What follows belongs to an exercise in optimizing a design on an open flow for small area; a production flow would make more cautious choices. The RTL was checked by simulation tests, not by an equivalence proof against the original design. The clock port is modelled as an ideal driver, which makes a skipped or thinned clock tree look cheaper than it is; a real chip needs a root buffer or a tree. Power and IR drop assume default switching activity.

== job 1942 ==
==> flow/design.v (excerpt) <==
module cache(reset, seletorVia, habilita, clock, endereco, entradaDeDados, saidaDeDados, hit, miss, lru1, lru2, dirty1, dirty2, valid1, valid2);
Settings: LEC_CHECK=0, CAP_MARGIN=0, CORE_MARGIN=2, CORE_UTILIZATION=75, GPL_TIMING_DRIVEN=0, SLEW_MARGIN=0; clock period 5.0 ns.
standard.sh (not shown) runs the stock make flow with config.mk's settings and CLKGATE_MAP_FILE= SYNTH_SCRIPT=/design/flow/synth_recipe.tcl, a recipe that flattens the netlist after the stock synthesis.
==> flow/flow/run.sh <==
#!/bin/bash
# The standard layout (standard.sh) with area-oriented knobs:
#  - synthesis: synth_recipe.tcl with an area-oriented ABC mapping script (synth_area.tcl)
#  - port buffers (and synthesis pass-through buffers) of the smallest buffer cell
#  - clock tree: a single level of clock buffers built by manual_cts.tcl
#  - after CTS, downsize cells on paths with slack to spare (post_cts.tcl)
set -euo pipefail
here=$(pwd)
bash standard.sh \
  "SYNTH_SCRIPT=$here/flow/synth_area.tcl" \
  "BUFFER_PORTS_ARGS=-buffer_cell sky130_fd_sc_hd__buf_1" \
  "PRE_CTS_TCL=$here/flow/manual_cts.tcl" \
  "POST_CTS_TCL=$here/flow/post_cts.tcl" \
  "MIN_BUF_CELL_AND_PORTS=sky130_fd_sc_hd__buf_1 A X" \
  finish > make_finish.log 2>&1
==> flow/flow/manual_cts.tcl <==
set mcts_cell sky130_fd_sc_hd__buf_8
set mcts_groups 4

set block [ord::get_db_block]
set db [ord::get_db]
set master [$db findMaster $mcts_cell]
set clk_net [$block findNet clock]

set sinks {}
foreach it [$clk_net getITerms] {
  if { [$it isInputSignal] || [[$it getMTerm] getSigType] eq "CLOCK" || 1 } {
    set inst [$it getInst]
    set bb [$inst getBBox]
    lappend sinks [list $it [expr { ([$bb xMin] + [$bb xMax]) / 2 }] [expr { ([$bb yMin] + [$bb yMax]) / 2 }]]
  }
}
puts "manual CTS: [llength $sinks] clock sinks, $mcts_groups x $mcts_cell"

proc mcts_split { items n } {
  # split items into n groups of near-equal size: by x first, then by y
  if { $n <= 1 } { return [list $items] }
  set half [expr { $n / 2 }]
  set byx [lsort -integer -index 1 $items]
  set cut [expr { [llength $items] * $half / $n }]
  set a [lrange $byx 0 [expr { $cut - 1 }]]
  set b [lrange $byx $cut end]
  set out {}
  foreach g [list $a $b] k [list $half [expr { $n - $half }]] {
    if { $k <= 1 } { lappend out $g; continue }
    set byy [lsort -integer -index 2 $g]
    set c2 [expr { [llength $g] * ($k / 2) / $k }]
    lappend out [lrange $byy 0 [expr { $c2 - 1 }]] [lrange $byy $c2 end]
  }
  return $out
}

set groups [mcts_split $sinks $mcts_groups]
set k 0
foreach g $groups {
  set inst [odb::dbInst_create $block $master "clkbuf_manual_$k"]
  set net [odb::dbNet_create $block "clknet_manual_$k"]
  $net setSigType CLOCK
  [$inst findITerm A] connect $clk_net
  [$inst findITerm X] connect $net
  set sx 0
  set sy 0
  foreach s $g {
    set it [lindex $s 0]
    $it disconnect
    $it connect $net
    incr sx [lindex $s 1]
    incr sy [lindex $s 2]
  }
  set cx [expr { $sx / [llength $g] }]
  set cy [expr { $sy / [llength $g] }]
  $inst setLocation $cx $cy
  $inst setPlacementStatus PLACED
  puts "manual CTS: clkbuf_manual_$k drives [llength $g] sinks at ($cx, $cy)"
  incr k
}
$clk_net setSigType CLOCK
global_connect

# TritonCTS is not run: the tree above is the clock tree.
proc clock_tree_synthesis { args } {
  puts "manual CTS: clock_tree_synthesis skipped ($args)"
}
set_propagated_clock [all_clocks]
Other scripts of this flow, unchanged in this note and not shown: flow/flow/area.abc, flow/flow/post_cts.tcl, flow/flow/synth_area.tcl
Modified inputs, job 9048 compared to job 1942
Settings: CORE_UTILIZATION: 75 -> 85.
--- a/flow/flow/run.sh
+++ b/flow/flow/run.sh
@@ -4,5 +4,5 @@
 #  - port buffers (and synthesis pass-through buffers) of the smallest buffer cell
 #  - clock tree: a single level of clock buffers built by manual_cts.tcl
-#  - after CTS, downsize cells on paths with slack to spare (post_cts.tcl)
+#  - after the clock tree, downsize cells on paths with slack to spare (post_cts.tcl)
 set -euo pipefail
 here=$(pwd)
--- a/flow/flow/manual_cts.tcl
+++ b/flow/flow/manual_cts.tcl
@@ -1,3 +1,3 @@
-set mcts_cell sky130_fd_sc_hd__buf_8
+set mcts_cell sky130_fd_sc_hd__buf_12
 set mcts_groups 4
 
@@ -9,9 +9,7 @@
 set sinks {}
 foreach it [$clk_net getITerms] {
-  if { [$it isInputSignal] || [[$it getMTerm] getSigType] eq "CLOCK" || 1 } {
-    set inst [$it getInst]
-    set bb [$inst getBBox]
-    lappend sinks [list $it [expr { ([$bb xMin] + [$bb xMax]) / 2 }] [expr { ([$bb yMin] + [$bb yMax]) / 2 }]]
-  }
+  set inst [$it getInst]
+  set bb [$inst getBBox]
+  lappend sinks [list $it [expr { ([$bb xMin] + [$bb xMax]) / 2 }] [expr { ([$bb yMin] + [$bb yMax]) / 2 }]]
 }
 puts "manual CTS: [llength $sinks] clock sinks, $mcts_groups x $mcts_cell"
### Flow results
Of the two values seen for library cell contributing the largest single delay on the critical path, nor2_1 was produced by job 9048 and nor3b_2 by job 1942.
Job 9048 against job 1942: final design utilization rose by 9.9 points; sequential share of cell area now smaller; combinational cell fraction of total power now larger; count of TritonRoute iterations in the first routing pass moved up; met3 layer usage reported by global route picked up an extra 12 points.
Every run in job 1942 and job 9048 closed cleanly, with the single exception of job 9048.
Sort job 1942 and job 9048 by maximum frequency desc -> top: job 1942
Relative to job 9048, the following input files were edited for job 3746:
Settings: a change of CORE_UTILIZATION from 85 to 75.
==> flow/flow/run.sh <==
#!/bin/bash
# The standard layout (standard.sh) with area-oriented knobs:
#  - synthesis: synth_recipe.tcl with an area-oriented ABC mapping script (synth_area.tcl)
#  - port buffers (and synthesis pass-through buffers) of the smallest buffer cell
#  - no dummy loads in the clock tree
#  - after CTS, downsize cells on paths with slack to spare (post_cts.tcl)
set -euo pipefail
here=$(pwd)
bash standard.sh \
  "SYNTH_SCRIPT=$here/flow/synth_area.tcl" \
  "BUFFER_PORTS_ARGS=-buffer_cell sky130_fd_sc_hd__buf_1" \
  "CTS_ARGS=-sink_clustering_enable -repair_clock_nets -dont_use_dummy_load" \
  "POST_CTS_TCL=$here/flow/post_cts.tcl" \
  "MIN_BUF_CELL_AND_PORTS=sky130_fd_sc_hd__buf_1 A X" \
  finish > make_finish.log 2>&1
removed: flow/flow/manual_cts.tcl
## What came out
Looking at clock input transition at the sequential cells of the worst setup and hold paths, job 3746 sits 0.02 ns lower than job 9048 does.
Delta (job 3746 minus job 9048): total via count after detailed routing went down 14%, total length of routed met2 wires went down 980 um, share of the clock period used by the worst path went down 16 points.
Looking at critical path's slowest cell, the nor3b_2 result is from job 3746; the nor2_1 one comes from job 9048.
Apart from job 9048, each of job 3746 and job 9048 ends the flow with a layout that passes the timing, DRC and antenna checks.
Job 9048 finished every stage; the final checks, however, were not passed, the failures being capacitance limit, slew limit.
From job 9048 to job 3746, final count of hold timing violations did not move at all.
diff inputs: job 3746 => job 940
Settings: a change of CORE_UTILIZATION from 75 to 40.
Notes after the runs:
- Sequential share of layout area: job 940 vs job 3746 down 1.4 points
- Diff job 3746 -> job 940: routed length on met1 shows an increase of 25%, power shows no meaningful change.
- Relative to job 3746, the number of DRC markers in iteration 0 measured on job 940 has decreased by more than a quarter.
- Relative to job 3746, the final cell area reported for job 940 is higher.
- Summary of job 940 over job 3746: area enclosed by the die boundary went up by 82%, minimum hold slack went down by 0.0065 ns.
- TritonCTS sink count: job 940 vs job 3746 identical
- In the reports for job 940 and job 3746, the larger maximum frequency belongs to job 940.
What job 6275 does differently from job 940 at the input level:
Settings: CORE_UTILIZATION now 60, was 40.
Compared with job 940, job 6275 shows a lower total net switching power. In summary, job 6275 completed successfully, with a layout that passed the timing, DRC and antenna checks. Relative to job 940, number of fill cells in the layout decreased by about 47% in job 6275. Overall track demand over capacity in global routing was lower in the run labelled job 940. Against job 940, job 6275 comes in 0.099 ns lower on setup slack. Measured against each other, job 940 and job 6275 differ in via count, the higher figure coming from job 6275. Clock power: job 6275 vs job 940 down about 3%. On clock-pin slew on the worst setup and hold paths, job 6275 tracks job 940 almost exactly.
Relative to job 6275, the following input files were edited for job 736:
Settings: CORE_UTILIZATION now 75, was 60.
==> flow/flow/run.sh <==
#!/bin/bash
# The standard layout (standard.sh) with area-oriented knobs:
#  - synthesis: synth_recipe.tcl with an area-oriented ABC mapping script (synth_area.tcl)
#  - port buffers (and synthesis pass-through buffers) of the smallest buffer cell
#  - clock tree: a single level of clock buffers built by manual_cts.tcl
#  - after CTS, downsize cells on paths with slack to spare (post_cts.tcl)
set -euo pipefail
here=$(pwd)
bash standard.sh \
  "SYNTH_SCRIPT=$here/flow/synth_area.tcl" \
  "BUFFER_PORTS_ARGS=-buffer_cell sky130_fd_sc_hd__buf_1" \
  "PRE_CTS_TCL=$here/flow/manual_cts.tcl" \
  "POST_CTS_TCL=$here/flow/post_cts.tcl" \
  "MIN_BUF_CELL_AND_PORTS=sky130_fd_sc_hd__buf_1 A X" \
  finish > make_finish.log 2>&1
==> flow/flow/manual_cts.tcl (new file) <==
set mcts_cell sky130_fd_sc_hd__buf_12
set mcts_groups 4

set block [ord::get_db_block]
set db [ord::get_db]
set master [$db findMaster $mcts_cell]
set clk_net [$block findNet clock]

set sinks {}
foreach it [$clk_net getITerms] {
  if { [$it isInputSignal] || [[$it getMTerm] getSigType] eq "CLOCK" || 1 } {
    set inst [$it getInst]
    set bb [$inst getBBox]
    lappend sinks [list $it [expr { ([$bb xMin] + [$bb xMax]) / 2 }] [expr { ([$bb yMin] + [$bb yMax]) / 2 }]]
  }
}
puts "manual CTS: [llength $sinks] clock sinks, $mcts_groups x $mcts_cell"

proc mcts_split { items n } {
  # split items into n groups of near-equal size: by x first, then by y
  if { $n <= 1 } { return [list $items] }
  set half [expr { $n / 2 }]
  set byx [lsort -integer -index 1 $items]
  set cut [expr { [llength $items] * $half / $n }]
  set a [lrange $byx 0 [expr { $cut - 1 }]]
  set b [lrange $byx $cut end]
  set out {}
  foreach g [list $a $b] k [list $half [expr { $n - $half }]] {
    if { $k <= 1 } { lappend out $g; continue }
    set byy [lsort -integer -index 2 $g]
    set c2 [expr { [llength $g] * ($k / 2) / $k }]
    lappend out [lrange $byy 0 [expr { $c2 - 1 }]] [lrange $byy $c2 end]
  }
  return $out
}

set groups [mcts_split $sinks $mcts_groups]
set k 0
foreach g $groups {
  set inst [odb::dbInst_create $block $master "clkbuf_manual_$k"]
  set net [odb::dbNet_create $block "clknet_manual_$k"]
  $net setSigType CLOCK
  [$inst findITerm A] connect $clk_net
  [$inst findITerm X] connect $net
  set sx 0
  set sy 0
  foreach s $g {
    set it [lindex $s 0]
    $it disconnect
    $it connect $net
    incr sx [lindex $s 1]
    incr sy [lindex $s 2]
  }
  set cx [expr { $sx / [llength $g] }]
  set cy [expr { $sy / [llength $g] }]
  $inst setLocation $cx $cy
  $inst setPlacementStatus PLACED
  puts "manual CTS: clkbuf_manual_$k drives [llength $g] sinks at ($cx, $cy)"
  incr k
}
$clk_net setSigType CLOCK
global_connect

# TritonCTS is not run: the tree above is the clock tree.
proc clock_tree_synthesis { args } {
  puts "manual CTS: clock_tree_synthesis skipped ($args)"
}
set_propagated_clock [all_clocks]
Findings:
- Power: job 736 draws less than job 6275
- From job 6275 to job 736 the numbers moved as follows: largest net degree at the start of global routing +5, part of the total power dissipated in sequential elements picked up an extra 3.7 points.
- Critical path depth delta (job 6275 -> job 736): insignificant
- [compare] base=job 6275 new=job 736: share of cell area taken by multi-input logic gates picked up an extra 0.66 points, length of routed wiring on met1 went down by 17%, met1 global-route usage grew by 6.0 points.
- Of job 736 and job 6275, it is job 736 that has the lower number of standard cells in the layout, taps in and fillers out.
- Measured against each other, job 736 and job 6275 differ in headroom to the max-slew limit, the lower figure coming from job 6275.
The clock cells of job 1942, job 9048 and job 736 come from the design's own scripts or RTL, not from TritonCTS.

-- afterwards: timing with drivers on the ports --
The flow's constraints put no driver on any port. The routed layouts listed below were extracted and timed again, unchanged, in two steps.
Step 1 (the two cells are an assumption about what drives the block):
set clk [get_ports {clock}]
set_driving_cell -lib_cell sky130_fd_sc_hd__clkbuf_16 $clk
set_driving_cell -lib_cell sky130_fd_sc_hd__buf_2 [delete_from_list [all_inputs] $clk]
Step 2 times the ports against the registers' clock, not the clock port: input delays grow and output delays shrink by t, the midpoint of the rising clock arrivals with the driver on.
Three values: ideal, step 1, step 2; two values: the first two.
| run | shift t [ns] | setup WS [ns] | hold WS [ns] | worst slew at a driven data input, ns | cell pins on the clock port's net |
|---|---|---|---|---|---|
| job 1942 | 0.210 | 0.871 / 0.920 / 0.710 | 0.484 / 0.484 / 0.484 | 0.03 | 4 |
| job 9048 | 0.207 | 0.332 / 0.389 / 0.182 | 0.500 / 0.500 / 0.500 | 0.04 | 4 |
| job 3746 | 0.369 | 1.125 / 1.132 / 0.762 | 0.473 / 0.473 / 0.473 | 0.03 | 1 |
| job 940 | 0.368 | 1.326 / 1.331 / 0.963 | 0.467 / 0.467 / 0.467 | 0.03 | 1 |
| job 6275 | 0.361 | 1.226 / 1.229 / 0.868 | 0.468 / 0.468 / 0.468 | 0.03 | 1 |
| job 736 | 0.205 | 0.889 / 0.949 / 0.744 | 0.475 / 0.475 / 0.475 | 0.03 | 4 |
